What follows belongs to an exercise in optimizing a design on an open flow for small area and a short achievable clock period; a production flow would make more cautious choices. No run shown here included a check of the RTL's function; only the layout flow was run. Power figures rest on the tool's default switching activity, not on a simulated workload.

==> flow/design.v (outline; a module is shown in full before it is edited, if it fits) <==
// module float_copro_dp: 1529 lines
// module float_copro_enc: 30 lines
// module float_copro_add: 15 lines
// module float_copro: 65 lines
module float_copro
   (
    input  logic        clk,
    input  logic        copro_valid,
    input  logic        copro_accept,
    input  logic [10:0] copro_opcode,
    input  logic [31:0] copro_op0,
    input  logic [31:0] copro_op1,
    output logic        copro_complete,
    output logic [31:0] copro_result
    );
  // ...
==> flow/flow/run.sh <==
#!/bin/bash
# Standard ORFS layout (the standard.sh) with these changes:
#  - after the standard synthesis, flow/fixinv.py removes the inverters that
#    Yosys's full-adder extraction leaves between adder cells (it flips the
#    polarity of adder cells, which are self-dual), and the netlist is loaded
#    from the result;
#  - then flow/ksadd.py replaces the gates that add the upper result bits in
#    stage 2 (from the hs_r/hc_r propagate/generate registers and cy_r) by a
#    Kogge-Stone adder (kept only if Yosys proves the two netlists
#    equivalent);
#  - then flow/faexp.py rebuilds the full adders of the last tree levels
#    (depth 3 and more) from xor2 and maj3 cells, which are faster;
#  - ports are buffered with buf_1 cells (the standard flow picks a larger
#    delay cell); the resizer still sizes them up where timing needs it;
set -euo pipefail
MARGIN=${MARGIN:-9.5}
SPLIT=21      # S of gen/gen.py: result bits below it come from lo_r
R=orfs/results/$FLOW_PLATFORM/float_copro/base
bash standard.sh synth > log_synth.txt 2>&1
cp $R/1_2_yosys.v $R/1_2_yosys_orig.v
python3 flow/fixinv.py $R/1_2_yosys_orig.v $R/1_2_yosys_fixinv.v > log_fixinv.txt 2>&1
python3 flow/xorbal.py $R/1_2_yosys_fixinv.v $R/1_2_yosys_xorbal.v > log_xorbal.txt 2>&1
python3 flow/ksadd.py $R/1_2_yosys_xorbal.v $R/1_2_yosys_ksadd.v $SPLIT > log_ksadd.txt 2>&1
# keep the Kogge-Stone netlist only if Yosys proves it equivalent to the one before
LIB=$FLOW_HOME/platforms/$FLOW_PLATFORM/lib/sky130_fd_sc_hd__tt_025C_1v80.lib
cat > eq_ksadd.ys <<EOT
read_liberty -overwrite -ignore_miss_func $LIB
read_verilog $R/1_2_yosys_xorbal.v
rename float_copro gold
read_verilog $R/1_2_yosys_ksadd.v
rename float_copro gate
flatten gold gate
opt_clean
equiv_make gold gate eq
hierarchy -top eq
equiv_simple -seq 1
equiv_status -assert
EOT
if $FLOW_HOME/../tools/install/yosys/bin/yosys -q -s eq_ksadd.ys > log_eq_ksadd.txt 2>&1; then
  cp $R/1_2_yosys_ksadd.v $R/1_2_yosys_s2.v
else
  echo "ksadd netlist not proved equivalent; using the one before" >> log_eq_ksadd.txt
  cp $R/1_2_yosys_xorbal.v $R/1_2_yosys_s2.v
fi
python3 flow/faexp.py $R/1_2_yosys_s2.v $R/1_2_yosys.v 3 > log_faexp.txt 2>&1
rm -f $R/1_synth.odb $R/1_synth.sdc
bash standard.sh synth > log_synth_odb.txt 2>&1
for step in floorplan place cts route finish; do
  bash standard.sh SETUP_SLACK_MARGIN=$MARGIN \
    "BUFFER_PORTS_ARGS=-buffer_cell sky130_fd_sc_hd__buf_1" $step > log_$step.txt 2>&1
done
==> flow/flow/faexp.py <==
#!/usr/bin/env python3
"""Replace the full-adder cells of the last adder-tree levels by faster gates.

A sky130 full-adder cell is compact but slow from its inputs to SUM.  The
last levels of the product's adder tree lie on the longest paths of the
multiplier stage, so this script rebuilds each full adder whose depth (in
full adders from the registers) is at least MINDEPTH from two xor2 cells for
the sum and a maj3 cell for the carry.
Usage: faexp.py IN.v OUT.v MINDEPTH"""
import re, sys

inp, outp, mind = sys.argv[1], sys.argv[2], int(sys.argv[3])
LIB = "sky130_fd_sc_hd__"
OUTPINS = {"X", "Y", "Q", "Q_N", "COUT", "SUM", "HI", "LO"}
src = open(inp).read()
m = re.search(r"^\s*" + LIB, src, re.M)
head, body = src[:m.start()], src[m.start():]
end = body.rindex("endmodule")
tail, body = body[end:], body[:end]
inst_re = re.compile(r"\s*(" + LIB + r"\w+)\s+(\S+)\s*\((.*?)\);\s*", re.S)
pin_re = re.compile(r"\.(\w+)\(\s*(.*?)\s*\)\s*(?:,|$)", re.S)
cells, order = {}, []
pos = 0
while pos < len(body):
    mm = inst_re.match(body, pos)
    if not mm:
        if body[pos:].strip():
            sys.exit("unparsed netlist text: " + body[pos:pos + 200])
        break
    typ, name, pins = mm.groups()
    cells[name] = [typ, {p: n.strip() for p, n in pin_re.findall(pins.strip())}]
    order.append(name)
    pos = mm.end()
drv = {}
for c, (t, pm) in cells.items():
    for p, n in pm.items():
        if p in OUTPINS:
            drv[n] = c
def base(c):
    return cells[c][0][len(LIB):]
sys.setrecursionlimit(10000)
memo = {}
def depth(n):
    """full adders on the longest path from a register to net n"""
    if n in memo:
        return memo[n]
    memo[n] = 0
    c = drv.get(n)
    if c is None or base(c).startswith("df"):
        return 0
    d = max([depth(x) for p, x in cells[c][1].items() if p not in OUTPINS] + [0])
    if base(c).startswith("fa_"):
        d += 1
    memo[n] = d
    return d
fadepth = {c: depth(cells[c][1]["SUM"]) for c in order if base(c).startswith("fa_")}
nid = [0]
wires = []
count = 0
for c in list(order):
    if c not in cells or not base(c).startswith("fa_"):
        continue
    pm = cells[c][1]
    if fadepth[c] < mind:
        continue
    a, b, ci = pm["A"], pm["B"], pm["CIN"]
    nid[0] += 1
    t = f"_faexp_n{nid[0]}_"
    wires.append(t)
    del cells[c]
    cells[c + "_x1"] = [LIB + "xor2_1", {"A": a, "B": b, "X": t}]
    cells[c + "_x2"] = [LIB + "xor2_1", {"A": t, "B": ci, "X": pm["SUM"]}]
    cells[c + "_mj"] = [LIB + "maj3_1", {"A": a, "B": b, "C": ci, "X": pm["COUT"]}]
    order += [c + "_x1", c + "_x2", c + "_mj"]
    count += 1
def esc(n):
    return n + " " if n.startswith("\\") else n
def cname(n):
    return n if not n.startswith("\\") else n + " "
out = [head]
for w in wires:
    out.append(f"  wire {w};\n")
for c in order:
    if c in cells:
        t, pm = cells[c]
        out.append(f"  {t} {cname(c)} (\n" + ",\n".join(f"    .{p}({esc(n)})" for p, n in pm.items()) + "\n  );\n")
out.append(tail)
open(outp, "w").write("".join(out))
print(f"faexp: {count} full adders of depth >= {mind} rebuilt from gates", file=sys.stderr)
==> flow/flow/fixinv.py <==
#!/usr/bin/env python3
"""Remove inverters around full adders in a Yosys-written gate netlist.

A full adder is self-dual: FA(~a, ~b, ~c) = (~cout, ~sum).  Yosys's extract_fa
leaves many inverters between adder cells.  This script chooses a polarity for
every full-adder cell (all its pins inverted or not) and for every xor2/xnor2
cell (an xor2 is an xnor2 with its output inverted), so that as few signals as
possible are needed in both polarities, and rebuilds the netlist with one
inverter for each signal that is.  Usage: fixinv.py IN.v OUT.v"""
import re, sys, random, math

LIB = "sky130_fd_sc_hd__"
OUTPINS = {"X", "Y", "Q", "Q_N", "COUT", "SUM", "HI", "LO"}

src = open(sys.argv[1]).read()
m = re.search(r"^\s*" + LIB, src, re.M)
head, body = src[:m.start()], src[m.start():]
end = body.rindex("endmodule")
tail, body = body[end:], body[:end]

inst_re = re.compile(r"\s*(" + LIB + r"\w+)\s+(\S+)\s*\((.*?)\);\s*", re.S)
pin_re = re.compile(r"\.(\w+)\(\s*(.*?)\s*\)\s*(?:,|$)", re.S)
cells, order = {}, []
pos = 0
while pos < len(body):
    mm = inst_re.match(body, pos)
    if not mm:
        if body[pos:].strip():
            sys.exit("unparsed netlist text: " + body[pos:pos + 200])
        break
    typ, name, pins = mm.groups()
    cells[name] = [typ, {p: n.strip() for p, n in pin_re.findall(pins.strip())}]
    order.append(name)
    pos = mm.end()

ports = set()
for mo in re.finditer(r"^\s*(?:output|input)\s+(\[\d+:\d+\]\s*)?(\S+)\s*;", head, re.M):
    rng, nm = mo.groups()
    if rng:
        a, b = map(int, re.findall(r"\d+", rng))
        ports.update(f"{nm}[{i}]" for i in range(min(a, b), max(a, b) + 1))
    ports.add(nm)

def kind(c):
    t = cells[c][0][len(LIB):]
    if t.startswith("inv_") or t.startswith("clkinv_"):
        return "inv"
    if t.startswith("fa_"):
        return "fa"
    if t.startswith("xor2_") or t.startswith("xnor2_"):
        return "x2"
    return "other"

drv, lds = {}, {}
for c, (t, pm) in cells.items():
    for p, n in pm.items():
        (drv.__setitem__(n, (c, p)) if p in OUTPINS else lds.setdefault(n, []).append((c, p)))

# root of every net through inverter chains
def root(n):
    par = 0
    seen = 0
    while n in drv and kind(drv[n][0]) == "inv" and seen < 50:
        n = cells[drv[n][0]][1]["A"]
        par ^= 1
        seen += 1
    return n, par

invs = [c for c in cells if kind(c) == "inv"]
roots = {}   # root net -> {"loads": [(cell, pin, par)], "names": {par: name}}
def R(r):
    return roots.setdefault(r, {"loads": [], "names": {0: r}})
for n in set(list(drv) + list(lds)):
    if n in drv and kind(drv[n][0]) == "inv":
        r, par = root(n)
        R(r)["names"].setdefault(par, n)
for c in cells:
    if kind(c) == "inv":
        continue
    for p, n in cells[c][1].items():
        if p in OUTPINS:
            continue
        r, par = root(n)
        R(r)["loads"].append((c, p, par))
for r, d in roots.items():
    for par, name in list(d["names"].items()):
        pass
port_need = {}
for pn in ports:
    if pn in drv or pn in lds:
        r, par = root(pn)
        if r in roots or pn in drv:
            R(r)
            if roots[r]["names"].get(par) not in (None, pn):
                # two names of the same phase, one a port: keep as is by making the
                # port a separate load that needs that phase
                pass
            roots[r]["names"][par] = pn
            port_need.setdefault(r, set()).add(par)

flip = {c: 0 for c in cells if kind(c) in ("fa", "x2")}
def drvflip(r):
    d = drv.get(r)
    if d is None:
        return 0
    c = d[0]
    return flip.get(c, 0)

def loadflip(c):
    return flip.get(c, 0) if kind(c) == "fa" else 0

def cost_root(r):
    d = roots[r]
    s = drvflip(r)
    need = set()
    for c, p, par in d["loads"]:
        need.add(par ^ loadflip(c) ^ s)
    for par in port_need.get(r, ()):
        need.add(par ^ s)
    return 1 if len(need) > 1 or (need == {1}) else 0
# note: need == {1} alone means every load wants the other phase: 1 inverter

cell_roots = {}
for r, d in roots.items():
    if r in drv:
        cell_roots.setdefault(drv[r][0], set()).add(r)
    for c, p, par in d["loads"]:
        cell_roots.setdefault(c, set()).add(r)

def total():
    return sum(cost_root(r) for r in roots)

start_inv = len(invs)
best = total()
cur = best
bestflip = dict(flip)
vars_ = list(flip)
random.seed(1)
T = 1.0
N = 60000
for it in range(N):
    T = 1.0 * (1 - it / N) + 0.02
    c = random.choice(vars_)
    rs = cell_roots.get(c, ())
    before = sum(cost_root(r) for r in rs)
    flip[c] ^= 1
    after = sum(cost_root(r) for r in rs)
    dlt = after - before
    if dlt <= 0 or random.random() < math.exp(-dlt / T):
        cur += dlt
        if cur < best:
            best = cur
            bestflip = dict(flip)
    else:
        flip[c] ^= 1
flip = bestflip

# rebuild
for c in invs:
    del cells[c]
newid = [0]
new_wires = []
def fresh(base):
    newid[0] += 1
    n = f"_fixinv_{newid[0]}_"
    new_wires.append(n)
    return n
ninv = 0
for r, d in roots.items():
    s = drvflip(r)
    names = dict(d["names"])
    if r in drv:
        # driver output now carries phase s
        pass
    need = {}
    for c, p, par in d["loads"]:
        ph = par ^ loadflip(c)
        need.setdefault(ph, []).append((c, p))
    for par in port_need.get(r, ()):
        need.setdefault(par, [])
    if not need:
        continue
    # the driven net: name of phase s
    if s not in names:
        names[s] = fresh(r)
    if r in drv:
        c, p = drv[r]
        cells[c][1][p] = names[s]
    for ph, lst in need.items():
        if ph not in names:
            names[ph] = fresh(r)
        for c, p in lst:
            cells[c][1][p] = names[ph]
        if ph != s:
            newid[0] += 1
            nm = f"_fixinv_i{newid[0]}_"
            cells[nm] = [LIB + "inv_1", {"A": names[s], "Y": names[ph]}]
            order.append(nm)
            ninv += 1
for c in cells:
    if kind(c) == "fa" and flip[c]:
        pass  # pins already rewired by phase; the cell itself is unchanged

for c in list(cells):
    if kind(c) == "x2" and flip[c]:
        t = cells[c][0]
        pm = cells[c][1]
        if "xnor2_" in t:
            cells[c][0] = t.replace("xnor2_", "xor2_")
            pm["X"] = pm.pop("Y")
        else:
            cells[c][0] = t.replace("xor2_", "xnor2_")
            pm["Y"] = pm.pop("X")
out = [head]
for w in new_wires:
    out.append(f"  wire {w};\n")
for c in order:
    if c in cells:
        t, pm = cells[c]
        out.append(f"  {t} {c} (\n" + ",\n".join(f"    .{p}({n}{' ' if n.startswith(chr(92)) else ''})" for p, n in pm.items()) + "\n  );\n")
out.append(tail)
open(sys.argv[2], "w").write("".join(out))
print(f"fixinv: inverters {start_inv} -> {ninv} (model {best}); flipped {sum(flip.values())} cells",
      file=sys.stderr)
==> flow/flow/ksadd.py <==
#!/usr/bin/env python3
"""Rebuild the adder in front of the upper result bits as a Kogge-Stone adder.

In stage 2, copro_result[S+i] = p_i ^ carry_i, where p_i (register hs_r[i])
and g_i (register hc_r[i]) are the propagate/generate pairs of the upper
bits and the carry into them starts with cy_r.  ABC maps this adder as
slack permits in its own view, which ignores the output delay.  This script
removes the gates in the fan-in of those output ports and puts in a
Kogge-Stone prefix tree of alternating a21oi/o21ai and nand2/nor2 cells.
With MODE sc the registers hs_r/hc_r hold the two carry-save rows instead,
and the propagate/generate pairs are formed here first.
Usage: ksadd.py IN.v OUT.v S [pg|sc]"""
import re, sys

inp, outp, S = sys.argv[1], sys.argv[2], int(sys.argv[3])
MODE = sys.argv[4] if len(sys.argv) > 4 else "pg"
LIB = "sky130_fd_sc_hd__"
OUTPINS = {"X", "Y", "Q", "Q_N", "COUT", "SUM", "HI", "LO"}
src = open(inp).read()
m = re.search(r"^\s*" + LIB, src, re.M)
head, body = src[:m.start()], src[m.start():]
end = body.rindex("endmodule")
tail, body = body[end:], body[:end]
inst_re = re.compile(r"\s*(" + LIB + r"\w+)\s+(\S+)\s*\((.*?)\);\s*", re.S)
pin_re = re.compile(r"\.(\w+)\(\s*(.*?)\s*\)\s*(?:,|$)", re.S)
cells, order = {}, []
pos = 0
while pos < len(body):
    mm = inst_re.match(body, pos)
    if not mm:
        if body[pos:].strip():
            sys.exit("unparsed netlist text: " + body[pos:pos + 200])
        break
    typ, name, pins = mm.groups()
    cells[name] = [typ, {p: n.strip() for p, n in pin_re.findall(pins.strip())}]
    order.append(name)
    pos = mm.end()
drv, lds = {}, {}
for c, (t, pm) in cells.items():
    for p, n in pm.items():
        (drv.__setitem__(n, c) if p in OUTPINS else lds.setdefault(n, []).append(c))

def base(c):
    return cells[c][0][len(LIB):]

pq, gq, cy = {}, {}, None
for c, (t, pm) in cells.items():
    if not base(c).startswith("dfxtp"):
        continue
    nm = c.lstrip("\\")
    mo = re.match(r"hs_r\[(\d+)\]", nm)
    if mo:
        pq[int(mo.group(1))] = pm["Q"]
    mo = re.match(r"hc_r\[(\d+)\]", nm)
    if mo:
        gq[int(mo.group(1))] = pm["Q"]
    if nm.startswith("cy_r"):
        cy = pm["Q"]
H = 32 - S
assert cy and all(i in pq for i in range(H)), (cy, sorted(pq))
outs = [f"copro_result[{S + i}]" for i in range(H)]

# gates in the fan-in of the upper outputs, back to registers
cone, stack = set(), list(outs)
while stack:
    n = stack.pop()
    c = drv.get(n)
    if c is None or c in cone or base(c).startswith("df"):
        continue
    cone.add(c)
    stack += [x for p, x in cells[c][1].items() if p not in OUTPINS]
for c in cone:
    for p, n in cells[c][1].items():
        if p in OUTPINS:
            for l in lds.get(n, []):
                assert l in cone, f"{c} also feeds {l}"
for c in cone:
    del cells[c]

nid = [0]
wires = []
def net():
    nid[0] += 1
    w = f"_ksadd_n{nid[0]}_"
    wires.append(w)
    return w
def cell(typ, pins):
    nid[0] += 1
    nm = f"_ksadd_c{nid[0]}_"
    cells[nm] = [LIB + typ, pins]
    order.append(nm)
def inv(s):
    y = net()
    cell("inv_1", {"A": s, "Y": y})
    return y

# propagate/generate of every upper bit, as (net, inverted)
pbit, gbit = {}, {}
for i in range(H):
    if MODE == "pg" or i not in gq:
        pbit[i] = (pq[i], 0)
        gbit[i] = (gq[i], 0) if (MODE == "pg" and i in gq) else (None, 0)
    else:
        y = net()
        cell("xnor2_1", {"A": pq[i], "B": gq[i], "Y": y})
        pbit[i] = (y, 1)
        y = net()
        cell("nand2_1", {"A": pq[i], "B": gq[i], "Y": y})
        gbit[i] = (y, 1)
# node k: position 0 = carry in (g = cy, p = 0), position k = bit k-1
G = [(cy, 0)] + [gbit[k - 1] for k in range(1, H)]
P = [None] + [pbit[k - 1] for k in range(1, H)]
def topol(sig, want):
    s, pol = sig
    return s if pol == want else inv(s)
d = 1
while d < H:
    nG, nP = list(G), list(P)
    for k in range(d, H):
        gk, pk, gj = G[k], P[k], G[k - d]
        if pk is None or gj[0] is None:
            continue       # propagate 0 or nothing to pass on: G unchanged
        if gk[0] is None:  # generate 0: G = P_k & G_j
            pol = pk[1]
            a, b = topol(pk, pol), topol(gj, pol)
            y = net()
            cell("nand2_1" if pol == 0 else "nor2_1", {"A": a, "B": b, "Y": y})
            nG[k] = (y, 1 - pol)
        else:
            pol = gk[1]
            a1, a2, b1 = topol(pk, pol), topol(gj, pol), gk[0]
            y = net()
            cell("a21oi_1" if pol == 0 else "o21ai_1", {"A1": a1, "A2": a2, "B1": b1, "Y": y})
            nG[k] = (y, 1 - pol)
        pj = P[k - d]
        if pj is None:
            nP[k] = None
        else:
            pol = pk[1]
            a, b = topol(pk, pol), topol(pj, pol)
            y = net()
            cell("nand2_1" if pol == 0 else "nor2_1", {"A": a, "B": b, "Y": y})
            nP[k] = (y, 1 - pol)
    G, P = nG, nP
    d *= 2
for i in range(H):
    c, pol = G[i]
    pn, ppol = pbit[i]
    if c is None:
        cell("buf_1" if ppol == 0 else "inv_1", {"A": pn, ("X" if ppol == 0 else "Y"): outs[i]})
    elif pol == ppol:
        cell("xor2_1", {"A": pn, "B": c, "X": outs[i]})
    else:
        cell("xnor2_1", {"A": pn, "B": c, "Y": outs[i]})

ndrv = {}
for c, (t, pm) in cells.items():
    for p, n in pm.items():
        if p in OUTPINS:
            ndrv[n] = ndrv.get(n, 0) + 1
assert all(v == 1 for v in ndrv.values()), "a net with two drivers"
assert all(ndrv.get(o) == 1 for o in outs)

def esc(n):
    return n + " " if n.startswith("\\") else n
out = [head]
for w in wires:
    out.append(f"  wire {w};\n")
for c in order:
    if c in cells:
        t, pm = cells[c]
        out.append(f"  {t} {c} (\n" + ",\n".join(f"    .{p}({esc(n)})" for p, n in pm.items()) + "\n  );\n")
out.append(tail)
open(outp, "w").write("".join(out))
print(f"ksadd: replaced {len(cone)} gates by a {H}-bit Kogge-Stone adder", file=sys.stderr)
==> flow/flow/xorbal.py <==
#!/usr/bin/env python3
"""Rebalance xor trees in a gate netlist by estimated arrival time.

ABC sees the logic between full-adder cells with every input arriving at the
same time, so the parity of the top product column (an xor of many adder
outputs) often has its latest inputs at the bottom of the tree.  This pass
finds every tree of xor2/xnor2/xor3/xnor3 cells (each inner cell feeding only
the next one), estimates when each leaf signal arrives with a coarse delay
model, and rebuilds the tree from xor2 cells, always joining the two earliest
signals (an xnor2 at the root when the parity is inverted).
Usage: xorbal.py IN.v OUT.v"""
import re, sys

LIB = "sky130_fd_sc_hd__"
OUTPINS = {"X", "Y", "Q", "Q_N", "COUT", "SUM", "HI", "LO"}

src = open(sys.argv[1]).read()
m = re.search(r"^\s*" + LIB, src, re.M)
head, body = src[:m.start()], src[m.start():]
end = body.rindex("endmodule")
tail, body = body[end:], body[:end]
inst_re = re.compile(r"\s*(" + LIB + r"\w+)\s+(\S+)\s*\((.*?)\);\s*", re.S)
pin_re = re.compile(r"\.(\w+)\(\s*(.*?)\s*\)\s*(?:,|$)", re.S)
cells, order = {}, []
pos = 0
while pos < len(body):
    mm = inst_re.match(body, pos)
    if not mm:
        if body[pos:].strip():
            sys.exit("unparsed netlist text: " + body[pos:pos + 200])
        break
    typ, name, pins = mm.groups()
    cells[name] = [typ, {p: n.strip() for p, n in pin_re.findall(pins.strip())}]
    order.append(name)
    pos = mm.end()
ports = set()
for mo in re.finditer(r"^\s*(?:output|input)\s+(\[\d+:\d+\]\s*)?(\S+)\s*;", head, re.M):
    rng, nm = mo.groups()
    if rng:
        a, b = map(int, re.findall(r"\d+", rng))
        ports.update(f"{nm}[{i}]" for i in range(min(a, b), max(a, b) + 1))
    ports.add(nm)

def base(c):
    return re.sub(r"_\d+$", "", cells[c][0][len(LIB):])

XOR = {"xor2": (["A", "B"], "X", 0), "xnor2": (["A", "B"], "Y", 1),
       "xor3": (["A", "B", "C"], "X", 0), "xnor3": (["A", "B", "C"], "X", 1)}

def build():
    drv, lds = {}, {}
    for c, (t, pm) in cells.items():
        for p, n in pm.items():
            if p in OUTPINS:
                drv[n] = (c, p)
            else:
                lds.setdefault(n, []).append((c, p))
    return drv, lds
drv, lds = build()

DELAY = {"fa": {"SUM": 0.5, "COUT": 0.42}, "ha": {"SUM": 0.3, "COUT": 0.25},
         "dfxtp": {"Q": 0.4}, "xor2": 0.2, "xnor2": 0.2, "xor3": 0.35, "xnor3": 0.35,
         "inv": 0.07, "buf": 0.15, "clkbuf": 0.15}
memo = {}
def arrival(n, depth=0):
    if n in memo:
        return memo[n]
    d = drv.get(n)
    if d is None or depth > 400:
        return 0.0
    c, p = d
    b = base(c)
    dl = DELAY.get(b, 0.2)
    if isinstance(dl, dict):
        dl = dl.get(p, 0.3)
    dl += 0.02 * len(lds.get(n, []))
    if b.startswith("dfxtp") or b.startswith("dfrtp"):
        t = dl
    else:
        t = dl + max([arrival(x, depth + 1) for q, x in cells[c][1].items()
                      if q not in OUTPINS] + [0.0])
    memo[n] = t
    return t

def is_x(c):
    return c in cells and base(c) in XOR

def inner(c):
    """c is an inner node: its output feeds exactly one load, an xor cell."""
    out = cells[c][1][XOR[base(c)][1]]
    l = lds.get(out, [])
    return out not in ports and len(l) == 1 and is_x(l[0][0])

sys.setrecursionlimit(10000)
for n in list(drv):
    arrival(n)
QUANT = 0.8
roots = [c for c in order if is_x(c) and not inner(c)]
newid = [0]
new_wires = []
changed = 0
for r in roots:
    leaves, parity, members = [], 0, []
    stack = [r]
    while stack:
        c = stack.pop()
        members.append(c)
        ins, out, inv = XOR[base(c)]
        parity ^= inv
        for p in ins:
            n = cells[c][1][p]
            d = drv.get(n)
            if d and is_x(d[0]) and inner(d[0]) and d[0] not in members:
                stack.append(d[0])
            else:
                # an inverter in front of the tree only flips its parity
                while d and d[0] in cells and base(d[0]) in ("inv", "clkinv"):
                    n = cells[d[0]][1]["A"]
                    parity ^= 1
                    d = drv.get(n)
                leaves.append(n)
    if len(leaves) < 3:
        continue
    # equal leaves cancel
    cnt = {}
    for n in leaves:
        cnt[n] = cnt.get(n, 0) + 1
    leaves = [n for n in cnt for _ in range(cnt[n] % 2)]
    if len(leaves) < 2:
        continue
    # arrival estimates are coarse: quantize them so that leaves of about the
    # same arrival are joined in balanced trees rather than chains
    items = sorted((round(arrival(n) / QUANT) * QUANT, n) for n in leaves)
    rout = cells[r][1][XOR[base(r)][1]]
    for c in members:
        del cells[c]
    while len(items) > 1:
        (t0, x), (t1, y) = items[0], items[1]
        items = items[2:]
        last = not items
        newid[0] += 1
        nm = f"_xorbal_{newid[0]}_"
        if last:
            o = rout
            typ = "xnor2_1" if parity else "xor2_1"
        else:
            o = f"_xorbal_n{newid[0]}_"
            new_wires.append(o)
            typ = "xor2_1"
        cells[nm] = [LIB + typ, {"A": x, "B": y, ("Y" if typ.startswith("xnor") else "X"): o}]
        order.append(nm)
        items.append((max(t0, t1) + 0.2, o))
        items.sort()
    changed += 1

# drop inverters left without loads
while True:
    drv, lds = build()
    dead = [c for c in cells if base(c) in ("inv", "clkinv")
            and not lds.get(cells[c][1]["Y"]) and cells[c][1]["Y"] not in ports]
    if not dead:
        break
    for c in dead:
        del cells[c]

out = [head]
for w in new_wires:
    out.append(f"  wire {w};\n")
for c in order:
    if c in cells:
        t, pm = cells[c]
        out.append(f"  {t} {c} (\n" + ",\n".join(
            f"    .{p}({n}{' ' if n.startswith(chr(92)) else ''})" for p, n in pm.items()) + "\n  );\n")
out.append(tail)
open(sys.argv[2], "w").write("".join(out))
print(f"xorbal: rebuilt {changed} xor trees", file=sys.stderr)
==> flow/standard.sh <==
#!/bin/bash
# synth_recipe.tcl (not shown) runs the flow's synth.tcl, then flattens the netlist and writes it again
# the make line also repeats each setting of config.mk as NAME=value (left out here)
make -C /OpenROAD-flow-scripts/flow DESIGN_CONFIG=/design/flow/config.mk WORK_HOME=/design/flow/orfs CLKGATE_MAP_FILE= SYNTH_SCRIPT=/design/flow/synth_recipe.tcl "${@:-finish}"
==> flow/config.mk <==
export PLATFORM = sky130hd
export DESIGN_NAME = float_copro
export DESIGN_NICKNAME = float_copro
export VERILOG_FILES = /design/flow/design.v
export SDC_FILE = /design/flow/constraint.sdc
export NUM_CORES = 4
export LEC_CHECK = 0
export CAP_MARGIN = 20
export CORE_MARGIN = 2
export CORE_UTILIZATION = 65
export SLEW_MARGIN = 20
==> flow/constraint.sdc <==
create_clock -name core_clock -period 14.0 [get_ports {clk}]
set_input_delay 2.8000 -clock core_clock [delete_from_list [all_inputs] [get_ports {clk}]]
set_output_delay 2.8000 -clock core_clock [all_outputs]
set_load 0.01 [all_outputs]
==> results.toml, run 1 <==
[power_and_ir_drop]
comb_power_share_pct = 64.3
switching_power_mw = 1.42
irDropWorstVdd_v = 0.000161
switching_share_pct = 45.3

[critical_path]
crit_cells = 6
startpoint = "hs_r[7]"
ff2ff_setup_slack_ns = 9.64
worst-endpoint-arrival_ns = 1.72
endpoint_of_the_lowest_slack_register_to_register_path = "lo_r[20]"

[floorplan]
core_um2 = 23500
tap_cells = 319
floorplan.die_area_um2 = 25200

[clock_tree]
clkLatencyLatePin_ns = 0.45
cts_htree_levels = 4

[global_routing]
grt.met1_usage_pct = 47.2
global_route.overflow_total = 0
global_route.usage.met3_pct = 5.56
wire_length_of_the_first_global_routing_pass_um = 67100

[layout]
layout.cell_area.non_filler_um2 = 17100
num-clock-buffers = 19
sh_seq_area_pct = 19.2
area_used_by_multi_input_combinational_logic_um2 = 11700
proportion_of_cell_area_occupied_by_multi_input_gates_pct = 68.7

[routing]
route.layer.met1.wl_um = 17900
ant_nets = 0

[timing]
clock-skew-final_ns = 0.0180

[synth]
synth_area_um2 = 15600

[status]
status = "no timing/DRC/antenna violations"
==> module float_copro, before the edit <==
module float_copro
   (
    input  logic        clk,
    input  logic        copro_valid,
    input  logic        copro_accept,
    input  logic [10:0] copro_opcode,
    input  logic [31:0] copro_op0,
    input  logic [31:0] copro_op1,
    output logic        copro_complete,
    output logic [31:0] copro_result
    );
   wire mul_d    = copro_opcode[1:0] == 2'd2;
   wire addsub_d = !copro_opcode[1];
   wire sub_d    = copro_opcode[1:0] == 2'd1;
   wire done_d;
   logic        done_r;         
   logic [3:0]  cnt;            
   logic [31:0] nb_r, c_r;     
   logic [15:0] one, two, neg;
   logic [15:0] one_d, two_d, neg_d;
   float_copro_enc encoder (
      .a(copro_op0), .mul(mul_d), .addsub(addsub_d), .sub(sub_d),
      .one(one_d), .two(two_d), .neg(neg_d)
   );
   logic [15:0] none_r, ntwo_r, neg_r;    
   assign one = ~none_r;
   assign two = ~ntwo_r;
   assign neg = neg_r;
   logic [20:0] lo_d, lo_r;
   logic        cy_d, cy_r;
   logic [10:0] hs_d, hc_d, hs_r, hc_r;
   float_copro_dp datapath (
      .none(~one), .ntwo(~two), .neg(neg), .nb(nb_r), .c(c_r),
      .lo(lo_d), .lo_cy(cy_d), .hi_s(hs_d), .hi_c(hc_d)
   );
   always_ff @(posedge clk) begin
      nb_r  <= ~copro_op1;
      done_r <= done_d;
      none_r <= ~one_d;
      ntwo_r <= ~two_d;
      neg_r <= neg_d;
      c_r   <= copro_op0 & {32{addsub_d}};
      lo_r  <= lo_d;
      cy_r  <= cy_d;
      hs_r  <= hs_d;
      hc_r  <= hc_d;
      if (!copro_valid || copro_accept)
         cnt <= 4'd0;
      else if (cnt != 4'd15)
         cnt <= cnt + 4'd1;
   end
   wire [3:0] cnt_nx = (cnt == 4'd15) ? cnt : cnt + 4'd1;
   assign done_d = copro_valid && !copro_accept &&
                   (mul_d ? cnt_nx >= 4'd2 : addsub_d ? cnt_nx >= 4'd3 : cnt_nx >= 4'd11);
   assign copro_complete = done_r;
   wire [11:0] carry;
   assign carry[0] = cy_r;
   genvar i;
   generate
      for (i = 0; i < 11; i = i + 1) begin : hi_carry
         assign carry[i+1] = hc_r[i] | (hs_r[i] & carry[i]);
      end
   endgenerate
   assign copro_result = {hs_r ^ carry[10:0], lo_r};
endmodule
==> run 2: changes to the inputs <==
--- a/flow/design.v
+++ b/flow/design.v
@@ -1,18 +1,18 @@
 module float_copro_dp (
    input  logic [15:0] none,    
    input  logic [15:0] ntwo,
    input  logic [15:0] neg,
    input  logic [31:0] nb,      
    input  logic [31:0] c,
-   output logic [20:0] lo,
+   output logic [24:0] lo,
    output logic        lo_cy,
-   output logic [10:0] hi_s,
-   output logic [10:0] hi_c
+   output logic [6:0] hi_s,
+   output logic [6:0] hi_c
    );
    wire pp0_0;
    wire pp0_1;
    wire pp0_2;
    wire pp0_3;
    wire pp0_4;
    wire pp0_5;
    wire pp0_6;
@@ -1518,19 +1518,19 @@
    assign tx24 = tx22 ^ tx23;
    assign tx25 = fc99 ^ fc142;
    assign tx26 = tx24 ^ tx25;
    assign tx27 = tx26 ^ fc143;
    assign tx28 = tx27 ^ fc168;
    assign tx29 = tx28 ^ fc196;
    wire [31:0] rs = {tx29, fc195, fc194, fc193, fc192, fc191, fc190, fc189, fc188, fc187, fc186, fc185, fc184, fc183, fc182, fc181, fc180, fc179, fc178, fc177, fc176, fc175, fc174, fc173, fc172, fc171, fc170, hc29, hs29, hc28, hc27, pp0_0};
    wire [31:0] rc = {1'b0, fs196, fs195, fs194, fs193, fs192, fs191, fs190, fs189, fs188, fs187, fs186, fs185, fs184, fs183, fs182, fs181, fs180, fs179, fs178, fs177, fs176, fs175, fs174, fs173, fs172, fs171, fs170, fc169, fs169, hs28, hs27};
-   float_copro_add #(.N(21), .CI(0)) lo_add (.a(rs[20:0]), .b(rc[20:0]), .ci(1'b0), .y({lo_cy, lo}));
-   assign hi_s = rs[31:21] ^ rc[31:21];
-   assign hi_c = rs[31:21] & rc[31:21];
+   float_copro_add #(.N(25), .CI(0)) lo_add (.a(rs[24:0]), .b(rc[24:0]), .ci(1'b0), .y({lo_cy, lo}));
+   assign hi_s = rs[31:25] ^ rc[31:25];
+   assign hi_c = rs[31:25] & rc[31:25];
 endmodule
 module float_copro_enc (
    input  logic [31:0] a,
    input  logic        mul,
    input  logic        addsub,
    input  logic        sub,
    output logic [15:0] one,
    output logic [15:0] two,
@@ -1581,59 +1581,56 @@
     input  logic [31:0] copro_op0,
     input  logic [31:0] copro_op1,
     output logic        copro_complete,
     output logic [31:0] copro_result
     );
    wire mul_d    = copro_opcode[1:0] == 2'd2;
    wire addsub_d = !copro_opcode[1];
    wire sub_d    = copro_opcode[1:0] == 2'd1;
-   wire done_d;
-   logic        done_r;         
+   logic        mul_r, as_r;    
    logic [3:0]  cnt;            
    logic [31:0] nb_r, c_r;     
    logic [15:0] one, two, neg;
    logic [15:0] one_d, two_d, neg_d;
    float_copro_enc encoder (
       .a(copro_op0), .mul(mul_d), .addsub(addsub_d), .sub(sub_d),
       .one(one_d), .two(two_d), .neg(neg_d)
    );
    logic [15:0] none_r, ntwo_r, neg_r;    
    assign one = ~none_r;
    assign two = ~ntwo_r;
    assign neg = neg_r;
-   logic [20:0] lo_d, lo_r;
+   logic [24:0] lo_d, lo_r;
    logic        cy_d, cy_r;
-   logic [10:0] hs_d, hc_d, hs_r, hc_r;
+   logic [6:0] hs_d, hc_d, hs_r, hc_r;
    float_copro_dp datapath (
       .none(~one), .ntwo(~two), .neg(neg), .nb(nb_r), .c(c_r),
       .lo(lo_d), .lo_cy(cy_d), .hi_s(hs_d), .hi_c(hc_d)
    );
    always_ff @(posedge clk) begin
       nb_r  <= ~copro_op1;
-      done_r <= done_d;
+      mul_r <= mul_d;
+      as_r  <= addsub_d;
       none_r <= ~one_d;
       ntwo_r <= ~two_d;
       neg_r <= neg_d;
       c_r   <= copro_op0 & {32{addsub_d}};
       lo_r  <= lo_d;
       cy_r  <= cy_d;
       hs_r  <= hs_d;
       hc_r  <= hc_d;
       if (!copro_valid || copro_accept)
          cnt <= 4'd0;
       else if (cnt != 4'd15)
          cnt <= cnt + 4'd1;
    end
-   wire [3:0] cnt_nx = (cnt == 4'd15) ? cnt : cnt + 4'd1;
-   assign done_d = copro_valid && !copro_accept &&
-                   (mul_d ? cnt_nx >= 4'd2 : addsub_d ? cnt_nx >= 4'd3 : cnt_nx >= 4'd11);
-   assign copro_complete = done_r;
-   wire [11:0] carry;
+   assign copro_complete = mul_r ? cnt >= 4'd2 : as_r ? cnt >= 4'd3 : cnt >= 4'd11;
+   wire [7:0] carry;
    assign carry[0] = cy_r;
    genvar i;
    generate
-      for (i = 0; i < 11; i = i + 1) begin : hi_carry
+      for (i = 0; i < 7; i = i + 1) begin : hi_carry
          assign carry[i+1] = hc_r[i] | (hs_r[i] & carry[i]);
       end
    endgenerate
-   assign copro_result = {hs_r ^ carry[10:0], lo_r};
+   assign copro_result = {hs_r ^ carry[6:0], lo_r};
 endmodule
--- a/flow/flow/run.sh
+++ b/flow/flow/run.sh
@@ -9,17 +9,17 @@
 #    Kogge-Stone adder (kept only if Yosys proves the two netlists
 #    equivalent);
 #  - then flow/faexp.py rebuilds the full adders of the last tree levels
 #    (depth 3 and more) from xor2 and maj3 cells, which are faster;
 #  - ports are buffered with buf_1 cells (the standard flow picks a larger
 #    delay cell); the resizer still sizes them up where timing needs it;
 set -euo pipefail
 MARGIN=${MARGIN:-9.5}
-SPLIT=21      # S of gen/gen.py: result bits below it come from lo_r
+SPLIT=25      # S of gen/gen.py: result bits below it come from lo_r
 R=orfs/results/$FLOW_PLATFORM/float_copro/base
 bash standard.sh synth > log_synth.txt 2>&1
 cp $R/1_2_yosys.v $R/1_2_yosys_orig.v
 python3 flow/fixinv.py $R/1_2_yosys_orig.v $R/1_2_yosys_fixinv.v > log_fixinv.txt 2>&1
 python3 flow/xorbal.py $R/1_2_yosys_fixinv.v $R/1_2_yosys_xorbal.v > log_xorbal.txt 2>&1
 python3 flow/ksadd.py $R/1_2_yosys_xorbal.v $R/1_2_yosys_ksadd.v $SPLIT > log_ksadd.txt 2>&1
 # keep the Kogge-Stone netlist only if Yosys proves it equivalent to the one before
 LIB=$FLOW_HOME/platforms/$FLOW_PLATFORM/lib/sky130_fd_sc_hd__tt_025C_1v80.lib
==> results.toml, run 2 <==
[synth]
synthCells = 1690
yosysWarningCount = 1
syn_nets = 1977
synth_area_um2 = 15600
synth.avg_cell_area_um2 = 9.23

[clock_tree]
cts_htree_levels = 4
cts_buffers = 17
clkLatencyLatePin_ns = 0.44
cts-root-to-sink-buffers = 2
cts_num_sinks = 157
cts.reportedPaths.clkPinSlew_ns = 0.07
post_cts_hold_buffer_count = 0
cts_root_buf = "sky130_fd_sc_hd__clkbuf_16"
tritoncts = "yes"

[floorplan]
chipHeight_um = 159
std_cell_rows = 56
top_level_pins = 111
floorplan.die_area_um2 = 25200
floorplan.initialDensity_pct = 66.2
die_w_um = 159
core_um2 = 23500

[critical_path]
ff2ff_setup_slack_ns = 9.52
end_kind = "output pin"
reg2reg_path_depth = 16
type_of_element_launching_the_critical_path = "flip-flop"
reg2reg_from = "neg_r[1]"
timing_worst_setup_path_type = "reg2out"
data_required_time_of_the_worst_path_ns = 11.20
worst-endpoint-arrival_ns = 1.75
endpoint_of_the_lowest_slack_register_to_register_path = "lo_r[24]"
cp_max_fo = 4

[timing]
finalSetupViolations = 0
tns_ns = 0
clock-skew-final_ns = 0.0131
period_share_pct = 32.5
worst_slew_pin_slew_ns = 0.824
final_max_slew_viol_count = 0
unrepaired_setup_endpoints_after_global_routing = "true"
hold_viol_final = 0
max-slew-margin-rel_pct = 44.5
period_needed_ns = 4.55
achievable-frequency_mhz = 220

[routing]
drt_first_pass_iters = 9
wl_um = 44900
detail_route.wl_per_cell_um = 21.8
ant_nets = 0
detailed_route_vias_per_instance = 6.37
initialDrtViolationCount = 1466
detailroute.via_count = 13100
drt_drc_violations_left = 0

[layout]
most_common_cell_after_layout_fill_and_taps_aside = "sky130_fd_sc_hd__xor2_1"
final_cell_count_no_fill = 2054
drive_above_1_share_pct = 8.88
n_fill_cell = 1850
post-route-util_pct = 73.7
reg_top3 = "c_r x32, nb_r x32, lo_r x25"
layout_common_cells = "sky130_fd_sc_hd__xor2_1 (392), sky130_fd_sc_hd__o22ai_1 (253), sky130_fd_sc_hd__dfxtp_1 (131)"
finalNetCount = 2009
area_added_between_synthesis_and_finish_pct = 11.3
antenna-diode-count = 0

[status]
status = "no timing/DRC/antenna violations"

[global_routing]
initial_antenna_violation_count = 0
global_route.overflow_total = 0
globalRouteTotalUtil_pct = 35.0
wire_length_of_the_first_global_routing_pass_um = 69800
vias_in_the_first_global_route = 12900
pin_count_of_the_biggest_net_entering_global_routing = 36

[hold_path]
timing.hold.worst.start = "cnt[3]"
timing.hold.worst_endpoint = "cnt[2]"
hold-path-cell-count = 2
timing.hold.worst.class = "reg2reg"

[power_and_ir_drop]
power_frac_clock_pct = 13.1
power.share.sequential_pct = 16.5
power_per_cell_area_nw_per_um2 = 212
irDropWorstVdd_v = 0.000293
comb_power_share_pct = 70.4
switching_power_mw = 1.70
power_report.internal_total_mw = 1.98
switching_share_pct = 46.3
total_power_mw = 3.68
static-leakage-power_nw = 8.42

[place]
placed_cells = 2005
place_congestion = 0.939
placement.io_buffers = 101
detailed_place_hpwl_um = 29400

[flow_run]
maxCapViolCount = 0
[run 2: how the worst max path moves through the flow]
stage / start / end / slack, ns / cells after the start
floorplan: neg_r[0] / lo_r[21] / 9.51 / 17
global route: neg_r[1] / lo_r[24] / 9.40 / 16
global placement: copro_opcode[1] / ntwo_r[0] / 8.82 / 5
detailed placement: copro_opcode[1] / ntwo_r[2] / 8.83 / 5
CTS: cnt[0] / copro_complete / 9.43 / 6
finish: cnt[1] / copro_complete / 9.45 / 6
[run 2: power groups by stage]
| stage | clock (mW) | combinational (mW) | sequential (mW) |
|---|---|---|---|
| 2_1_floorplan | 0 | 1.92 | 0.613 |
| 3_5_place_dp | 0 | 2.41 | 0.615 |
| 4_1_cts | 0.485 | 2.49 | 0.605 |
| 3_3_place_gp | 0 | 2.34 | 0.613 |
| 6_report | 0.482 | 2.59 | 0.608 |
| 5_1_grt | 0.504 | 2.87 | 0.614 |
[run 2: final cells by class]
cell class	instances	area, um^2	area share, %
clock buffers	19	443	2.55
clock inverters	13	144	0.829
inverters	51	195	1.12
multi-input cells	1339	11900	68.4
flip-flops and latches	157	3210	18.5
well taps	319	399	2.30
repair buffers	155	1100	6.33
repair inverters	1	7.51	0.0432
[run 2: through the flow]
step	cell area [um^2]	setup slack [ns]	hold WS, ns
2_1_floorplan	15600	9.51	0.507
3_3_place_gp	16100	8.82	0.534
3_5_place_dp	16100	8.83	0.559
4_1_cts	17100	9.43	0.573
5_1_grt	17400	9.40	0.613
6_report	17400	9.45	0.573
[run 2: worst max-delay path, stage by stage (launching register included)]
cell and delay (ns):
sky130_fd_sc_hd__dfxtp_4 0.36, sky130_fd_sc_hd__ha_4 0.16, sky130_fd_sc_hd__or2_4 0.22, sky130_fd_sc_hd__maj3_2 0.29, sky130_fd_sc_hd__nor2_1 0.09, sky130_fd_sc_hd__a21oi_1 0.05, sky130_fd_sc_hd__buf_2 0.14
[run 2: repair_timing]
action                     CTS  global route
setup endpoints to repair   45            13
pin swaps                   10            21
cloned                       5             2
gates resized for setup     68            54
setup buffers                5             5
[run 2: routing by layer]
layer	vias up	GRT usage [%]	wire length [um]
met5	-	0	0
met4	0	15.0	1890
met3	166	8.12	5310
met2	851	52.4	19300
met1	6228	48.6	18400
li1	5834	-	-
==> run 3: changes to the inputs <==
--- a/flow/flow/run.sh
+++ b/flow/flow/run.sh
@@ -14,5 +14,5 @@
 #    delay cell); the resizer still sizes them up where timing needs it;
 set -euo pipefail
-MARGIN=${MARGIN:-9.5}
+MARGIN=${MARGIN:-9.7}
 SPLIT=25      # S of gen/gen.py: result bits below it come from lo_r
 R=orfs/results/$FLOW_PLATFORM/float_copro/base
==> results.toml, run 3 <==
[status]
status = "no timing/DRC/antenna violations"

[flow_run]
maxCapViolCount = 0

[global_routing]
initial_antenna_violation_count = 0
global_route.overflow_total = 0
globalRouteTotalUtil_pct = 36.0
vias_in_the_first_global_route = 13100
wire_length_of_the_first_global_routing_pass_um = 71900
pin_count_of_the_biggest_net_entering_global_routing = 36

[critical_path]
reg2reg_from = "ntwo_r[1]"
crit_family = "adder cells"
critical_path.cell_chain = "ha_4 -> or2_4 -> maj3_2 -> nor2_1 -> a21oi_1 -> buf_2"
data_required_time_of_the_worst_path_ns = 11.20
timing_worst_setup_path_type = "reg2out"
crit_path_top_delay_cell = "sky130_fd_sc_hd__dfxtp_4"
worst-path-buf-inv = 1
max_stage_delay_ns = 0.36
worst-endpoint-arrival_ns = 1.74
cp_max_fo = 2
end_kind = "output pin"
type_of_element_launching_the_critical_path = "flip-flop"
startpoint = "cnt[1]"

[layout]
most_common_cell_after_layout_fill_and_taps_aside = "sky130_fd_sc_hd__xor2_1"
area_added_between_synthesis_and_finish_pct = 14.9
layout_common_cells = "sky130_fd_sc_hd__xor2_1 (388), sky130_fd_sc_hd__o22ai_1 (251), sky130_fd_sc_hd__fa_1 (121)"
drive_above_1_share_pct = 14.3
finalNetCount = 2033
layout.cell_area.non_filler_um2 = 17900
reg_top3 = "c_r x32, nb_r x32, lo_r x25"
n_fill_cell = 1754
post-route-util_pct = 76.1
antenna-diode-count = 0

[timing]
hold_viol_final = 0
period_needed_ns = 4.54
worst_slew_pin_slew_ns = 0.788
unrepaired_setup_endpoints_after_global_routing = "true"
clock-skew-final_ns = 0.0177
achievable-frequency_mhz = 220
final_max_slew_viol_count = 0
tns_ns = 0
finalSetupViolations = 0
whs_ns = 0.572
max-slew-margin-rel_pct = 46.9
period_share_pct = 32.4

[floorplan]
top_level_pins = 111
die_w_um = 159
core_um2 = 23500
chipHeight_um = 159
floorplan.die_area_um2 = 25200
floorplan.initialDensity_pct = 66.2
std_cell_rows = 56

[power_and_ir_drop]
irDropWorstVdd_v = 0.000384
static-leakage-power_nw = 8.58
power_per_cell_area_nw_per_um2 = 225
total_power_mw = 4.04

[clock_tree]
cts_htree_levels = 4
post_cts_hold_buffer_count = 0
cts_buffers = 17
clkLatencyLatePin_ns = 0.45
tritoncts = "yes"
cts_root_buf = "sky130_fd_sc_hd__clkbuf_16"
cts-root-to-sink-buffers = 2
cts_num_sinks = 157
cts.reportedPaths.clkPinSlew_ns = 0.08

[place]
placement.cell_area_um2 = 16100
place_congestion = 0.940
placement.io_buffers = 101
detailed_place_hpwl_um = 29800

[synth]
yosysWarningCount = 1
syn_nets = 1977
synth.avg_cell_area_um2 = 9.23
synth_area_um2 = 15600
synthCells = 1690

[routing]
detailroute.via_count = 13300
detailed_route_vias_per_instance = 6.42
drt_first_pass_iters = 6
initialDrtViolationCount = 1514
wl_um = 46600
detail_route.wl_per_cell_um = 22.4
ant_nets = 0
drt_drc_violations_left = 0

[hold_path]
timing.hold.worst.start = "cnt[3]"
timing.hold.worst.class = "reg2reg"
## run 3: metrics by stage
step	std cells	setup WS, ns
floorplan	1690	9.70
global placement	2003	8.84
detailed placement	2003	8.81
CTS	2058	9.44
global route	2078	9.43
finish	2078	9.46
## run 3: final cells by class
class                   instances  area [um^2]  share of cell area, %
inverters                      51          195                   1.09
flip-flops and latches        157         3240                   18.1
repair buffers                179         1330                   7.42
clock inverters                13          123                  0.684
repair inverters                1         7.51                 0.0419
multi-input cells            1339        12200                   68.0
clock buffers                  19          443                   2.47
well taps                     319          399                   2.23
## run 3: repair_timing
item | in CTS | in global routing
pin swaps | 31 | 57
gates resized for setup | 108 | 115
endpoints found under the hold margin | 0 | 0
cloned | 6 | 2
setup buffers | 17 | 18
endpoints found under the setup margin | 51 | 16
## run 3: final timing paths
| kind | endpoint | slack [ns] | cells past startpoint |
|---|---|---|---|
| worst min-delay path | cnt[3] | 0.57 | 1 |
| worst max register to register | lo_r[24] | 9.61 | 18 |
| worst max-delay path | copro_complete | 9.46 | 6 |
| worst min register to register | cnt[3] | 0.57 | 1 |
## run 3: report_power, final
part / internal [mW] / total (mW) / switching (mW)
sequential: 0.559 / 0.616 / 0.0570
combinational: 1.36 / 2.95 / 1.59
clock: 0.240 / 0.470 / 0.230
total: 2.16 / 4.04 / 1.88
## run 3: routing by layer
layer	track usage [%]	part of all wire, %	wire length, um	up-vias
met5	0	0	0	-
met4	14.2	3.8	1760	0
met3	7.03	11	5000	170
met2	55.9	45	20800	883
met1	49.8	41	19100	6393
li1	-	-	-	5886

port drivers added, routing unchanged:
The results above use ideal ports. As a check the final layouts listed here were re-extracted and re-timed, cells and wires unchanged.
Step 1 assumes that a clkbuf_16 drives the clock port and a buf_2 every other input.
Step 2, shift: input delay + t, output delay - t, t = (earliest + latest rising clock arrival at the registers) / 2. This alone moves slack from input paths to output paths.
Slacks: no drivers / after step 1 / after step 2; pairs: no drivers / after step 1.
run	t (ns)	slack for setup (ns)	worst slew at a driven data input, ns
run 1	0.492	9.483 / 9.432 / 9.642	0.04
run 2	0.489	9.450 / 9.398 / 9.459	0.04
run 3	0.491	9.462 / 9.412 / 9.428	0.06
After both steps setup and hold are still met in every run listed. The setup slack of run 3, which loses most, moves by -0.050 ns with the drivers and by -0.034 ns with both steps.
